What follows belongs to an exercise in optimizing a design on an open flow for small area, a short achievable clock period and few clock cycles; a production flow would make more cautious choices.
In this exercise RTL edits were held to simulation tests only and were not proved equivalent to the original.

==> 02-11 <==
==> flow/design.v <==
`timescale 1ns / 1ps
module matrix_mult_3x3 #(
    parameter M = 3,
    parameter N = 3,
    parameter P = 3,
    parameter DATA_WIDTH = 32,
    parameter ACC_WIDTH = 66  
)(
    input  wire clk,
    input  wire rst,
    input  wire start,
    input  wire signed [DATA_WIDTH-1:0] a_in,
    input  wire [3:0] a_addr,
    input  wire a_wen,
    input  wire signed [DATA_WIDTH-1:0] b_in,
    input  wire [3:0] b_addr,
    input  wire b_wen,
    output reg signed [ACC_WIDTH-1:0] c_out,
    output reg c_valid,
    output reg done,
    output reg [1:0] row,
    output reg [1:0] col
);
    reg signed [DATA_WIDTH-1:0] a_ram [0:M*N-1];
    reg signed [DATA_WIDTH-1:0] b_ram [0:N*P-1];
    reg signed [ACC_WIDTH-1:0] c_acc;
    localparam STATE_IDLE = 0;
    localparam STATE_RUN  = 1;
    localparam STATE_DONE = 2;
    reg [1:0] state;
    reg [1:0] i_row;  
    reg [1:0] j_col;  
    reg [1:0] k_sum;  
    always @(posedge clk) begin
        if (a_wen) a_ram[a_addr] <= a_in;
        if (b_wen) b_ram[b_addr] <= b_in;
    end
    always @(posedge clk or posedge rst) begin
        if (rst) begin
            state <= STATE_IDLE;
            done <= 0;
            c_valid <= 0;
            c_out <= 0;
            c_acc <= 0;
            i_row <= 0;
            j_col <= 0;
            k_sum <= 0;
            row <= 0;
            col <= 0;
        end else begin
            c_valid <= 0;
            done <= 0;
            case (state)
                STATE_IDLE: begin
                    if (start) begin
                        i_row <= 0;
                        j_col <= 0;
                        k_sum <= 0;
                        c_acc <= 0;  
                        state <= STATE_RUN;
                    end
                end
                STATE_RUN: begin
                    c_acc <= c_acc + (a_ram[i_row*N + k_sum] * b_ram[k_sum*P + j_col]);
                    if (k_sum == N-1) begin
                        c_valid <= 1;  
                        c_out <= c_acc + (a_ram[i_row*N + k_sum] * b_ram[k_sum*P + j_col]);
                        row <= i_row;
                        col <= j_col;
                        c_acc <= 0;  
                        if (j_col == P-1) begin
                            if (i_row == M-1) begin
                                state <= STATE_DONE;  
                            end else begin
                                i_row <= i_row + 1;  
                                j_col <= 0;
                                k_sum <= 0;
                            end
                        end else begin
                            j_col <= j_col + 1;  
                            k_sum <= 0;
                        end
                    end else begin
                        k_sum <= k_sum + 1;
                    end
                end
                STATE_DONE: begin
                    done <= 1;
                    if (!start) begin
                        state <= STATE_IDLE;
                    end
                end
                default: state <= STATE_IDLE;
            endcase
        end
    end
endmodule
module matrix_add_sub_3x3 #(
    parameter M = 3,
    parameter P = 3,
    parameter DATA_WIDTH = 32
)(
    input  wire clk,
    input  wire rst,
    input  wire start,
    input  wire op,  
    input  wire signed [DATA_WIDTH-1:0] a_in,
    input  wire [3:0] a_addr,  
    input  wire a_wen,
    input  wire signed [DATA_WIDTH-1:0] b_in,
    input  wire [3:0] b_addr, 
    input  wire b_wen,
    output reg signed [DATA_WIDTH-1:0] c_out,
    output reg c_valid,
    output reg done,
    output reg [3:0] i_count_out  
);
    localparam MAT_SIZE = M*P;
    reg signed [DATA_WIDTH-1:0] A [0:MAT_SIZE-1];
    reg signed [DATA_WIDTH-1:0] B [0:MAT_SIZE-1];
    reg [3:0] i_count;  
    localparam S_IDLE    = 0;
    localparam S_OUTPUT  = 1;
    localparam S_DONE    = 2;
    reg [1:0] state;
    wire signed [DATA_WIDTH-1:0] result;
    assign result = (op == 0) ? ($signed(A[i_count]) + $signed(B[i_count])) 
                              : ($signed(A[i_count]) - $signed(B[i_count]));
    always @(posedge clk) begin
        if (a_wen) A[a_addr] <= a_in;
        if (b_wen) B[b_addr] <= b_in;
    end
    always @(posedge clk) begin
        if (rst) begin
            i_count_out <= 0;
        end else if (state == S_OUTPUT) begin
             i_count_out <= i_count;
        end
    end
    always @(posedge clk or posedge rst) begin
        if (rst) begin
            state <= S_IDLE;
            i_count <= 0;
            c_valid <= 0;
            done <= 0;
            c_out <= 0;
        end else begin
            c_valid <= 0;  
            done <= 0;     
            case (state)
                S_IDLE: begin
                    if (start) begin
                        i_count <= 0;
                        state <= S_OUTPUT;
                    end
                end
                S_OUTPUT: begin
                    c_out <= result;
                    c_valid <= 1; 
                    if (i_count == (MAT_SIZE - 1)) begin
                        state <= S_DONE;  
                    end else begin
                        i_count <= i_count + 1;
                        state <= S_OUTPUT; 
                    end
                end
                S_DONE: begin
                    done <= 1;
                    state <= S_IDLE;
                end
                default: state <= S_IDLE;
            endcase
        end
    end
endmodule
`timescale 1ns / 1ps
module kalman_fsm_3d #(
    parameter DATA_WIDTH = 32,
    parameter K_SCALED = 137
)(
    input  wire clk,
    input  wire rst,
    input  wire start,
    input  wire signed [DATA_WIDTH-1:0] z_in_x,
    input  wire signed [DATA_WIDTH-1:0] z_in_y,
    input  wire signed [DATA_WIDTH-1:0] z_in_z,
    output reg signed [DATA_WIDTH-1:0] x_out_x,
    output reg signed [DATA_WIDTH-1:0] x_out_y,
    output reg signed [DATA_WIDTH-1:0] x_out_z,
    output reg done
);
    localparam W = DATA_WIDTH;
    reg signed [W-1:0] x_state_x, x_state_y, x_state_z;
    reg ready;
    function signed [W-1:0] scale1000;
        input signed [W-1:0] v;
        reg signed [W+9:0] e, m;
        begin
            e = v;
            m = (e <<< 10) - (e <<< 4) - (e <<< 3);
            scale1000 = m[W+9:10];
        end
    endfunction
    function signed [W-1:0] update;
        input signed [W-1:0] xp;
        input signed [W-1:0] err;
        reg signed [W+9:0] p, e, m;
        begin
            p = xp;
            e = err;
            m = (p <<< 10) + (e * K_SCALED);
            update = m[W+9:10];
        end
    endfunction
    wire signed [W-1:0] xp_x = scale1000(x_state_x);
    wire signed [W-1:0] xp_y = scale1000(x_state_y);
    wire signed [W-1:0] xp_z = scale1000(x_state_z);
    wire signed [W-1:0] xn_x = update(xp_x, z_in_x - scale1000(xp_x));
    wire signed [W-1:0] xn_y = update(xp_y, z_in_y - scale1000(xp_y));
    wire signed [W-1:0] xn_z = update(xp_z, z_in_z - scale1000(xp_z));
    wire go = start & ~done & ready;
    always @(posedge clk or posedge rst) begin
        if (rst) begin
            x_state_x <= 0;
            x_state_y <= 0;
            x_state_z <= 0;
            done <= 1'b0;
            ready <= 1'b0;
        end else begin
            ready <= 1'b1;
            if (go) begin
                x_state_x <= xn_x;
                x_state_y <= xn_y;
                x_state_z <= xn_z;
                done <= 1'b1;
            end else if (!start) begin
                done <= 1'b0;
            end
        end
    end
    always @(*) begin
        x_out_x = x_state_x;
        x_out_y = x_state_y;
        x_out_z = x_state_z;
    end
endmodule
==> flow/run.sh <==
#!/bin/bash
# synth_recipe.tcl (not shown) runs the flow's synth.tcl, then flattens the netlist and writes it again
# the make line also repeats each setting of config.mk as NAME=value (left out here)
make -C /OpenROAD-flow-scripts/flow DESIGN_CONFIG=/design/flow/config.mk WORK_HOME=/design/flow/orfs CLKGATE_MAP_FILE= SYNTH_SCRIPT=/design/flow/synth_recipe.tcl finish
==> flow/config.mk <==
export PLATFORM = sky130hd
export DESIGN_NAME = kalman_fsm_3d
export DESIGN_NICKNAME = kalman_fsm_3d
export VERILOG_FILES = /design/flow/design.v
export SDC_FILE = /design/flow/constraint.sdc
export NUM_CORES = 4
export LEC_CHECK = 0
export CAP_MARGIN = 20
export CORE_MARGIN = 2
export CORE_UTILIZATION = 40
export PLACE_DENSITY = 0.6
export SLEW_MARGIN = 20
==> flow/constraint.sdc <==
create_clock -name core_clock -period 10.0 [get_ports {clk}]
set_input_delay 2.0000 -clock core_clock [delete_from_list [all_inputs] [get_ports {clk}]]
set_output_delay 2.0000 -clock core_clock [all_outputs]
set_load 0.01 [all_outputs]
==> 11-04: changes against 02-11 <==
==> flow/design.v, changed modules only <==
module kalman_fsm_3d #(
    parameter DATA_WIDTH = 32,
    parameter K_SCALED = 137
)(
    input  wire clk,
    input  wire rst,
    input  wire start,
    input  wire signed [DATA_WIDTH-1:0] z_in_x,
    input  wire signed [DATA_WIDTH-1:0] z_in_y,
    input  wire signed [DATA_WIDTH-1:0] z_in_z,
    output reg signed [DATA_WIDTH-1:0] x_out_x,
    output reg signed [DATA_WIDTH-1:0] x_out_y,
    output reg signed [DATA_WIDTH-1:0] x_out_z,
    output reg done
);
    localparam W = DATA_WIDTH;
    reg signed [W-1:0] x_state_x, x_state_y, x_state_z;
    reg signed [W-1:0] hx_x, hx_y, hx_z;
    reg ready;
    function signed [W-1:0] scale1000;
        input signed [W-1:0] v;
        reg signed [W+9:0] e, m;
        begin
            e = v;
            m = (e <<< 10) - (e <<< 4) - (e <<< 3);
            scale1000 = m[W+9:10];
        end
    endfunction
    function signed [W-1:0] update;
        input signed [W-1:0] xp;
        input signed [W-1:0] err;
        reg signed [W+9:0] p, e, m;
        begin
            p = xp;
            e = err;
            m = (p <<< 10) + (e * K_SCALED);
            update = m[W+9:10];
        end
    endfunction
    wire signed [W-1:0] xp_x = scale1000(x_state_x);
    wire signed [W-1:0] xp_y = scale1000(x_state_y);
    wire signed [W-1:0] xp_z = scale1000(x_state_z);
    wire signed [W-1:0] xn_x = update(xp_x, z_in_x - hx_x);
    wire signed [W-1:0] xn_y = update(xp_y, z_in_y - hx_y);
    wire signed [W-1:0] xn_z = update(xp_z, z_in_z - hx_z);
    wire go = start & ~done & ready;
    always @(posedge clk or posedge rst) begin
        if (rst) begin
            x_state_x <= 0;
            x_state_y <= 0;
            x_state_z <= 0;
            done <= 1'b0;
            ready <= 1'b0;
        end else begin
            ready <= 1'b1;
            if (go) begin
                x_state_x <= xn_x;
                x_state_y <= xn_y;
                x_state_z <= xn_z;
                done <= 1'b1;
            end else if (!start) begin
                done <= 1'b0;
            end
        end
    end
    always @(posedge clk) begin
        hx_x <= scale1000(xp_x);
        hx_y <= scale1000(xp_y);
        hx_z <= scale1000(xp_z);
    end
    always @(*) begin
        x_out_x = x_state_x;
        x_out_y = x_state_y;
        x_out_z = x_state_z;
    end
endmodule
==> results.txt <==
In 02-11 the via count is larger than in 11-04, by 19%. In 02-11 the flip-flop and latch count is lower than in 11-04, by 96. Of 02-11 and 11-04, 11-04 has the higher sequential share of layout area (gap 5.9 points). Against 02-11, the cell count of 11-04 is lower by about 20%. Between 11-04 and 02-11, the lower synthesized area is in 02-11 (gap about 5.5%, measured against 02-11). Of 02-11 and 11-04, 02-11 has the higher wire length (gap 19%, measured against 11-04). Against 11-04, the global-route usage of 02-11 is higher by 4.7 points. In 02-11 the die area is smaller than in 11-04, by 5.2%. 02-11 finished but fails on setup timing. 11-04 finished with timing, DRC and antenna clean. Of 11-04 and 02-11, 11-04 has the higher synthesized cell count (gap about 4%, measured against 02-11). Of 11-04 and 02-11, 11-04 has the higher setup slack (gap 1.8 ns).
Testbench counts of 02-11, summed over its fixed seeds: cycles 4,088.
Testbench counts of 11-04, summed over its fixed seeds: cycles 4,088.

what the ideal ports hide:
The results above use ideal ports. As a check the final layouts listed here were re-extracted and re-timed, cells and wires unchanged. Step 1 assumes that a clkbuf_16 drives the clock port and a buf_2 every other input. Step 2 moves the port delays by t, midway between the first and last clock arrival at a register: inputs arrive t later, outputs are due t later. That takes back most of the time a late clock gives input paths. a / b / c = no drivers / after step 1 / after step 2; a / b = the first two.
run | t, ns | setup WS [ns] | worst hold slack (ns) | cell pins on the clock port's net
02-11 | 0.442 | -0.962 / -0.962 / -0.962 | 0.495 / 0.495 / 0.495 | 1
11-04 | 0.591 | 0.800 / 0.851 / 0.260 | 0.496 / 0.496 / 0.496 | 1
For 11-04, which loses most, drivers alone change the setup slack by +0.051 ns; drivers and shift together by -0.540 ns.
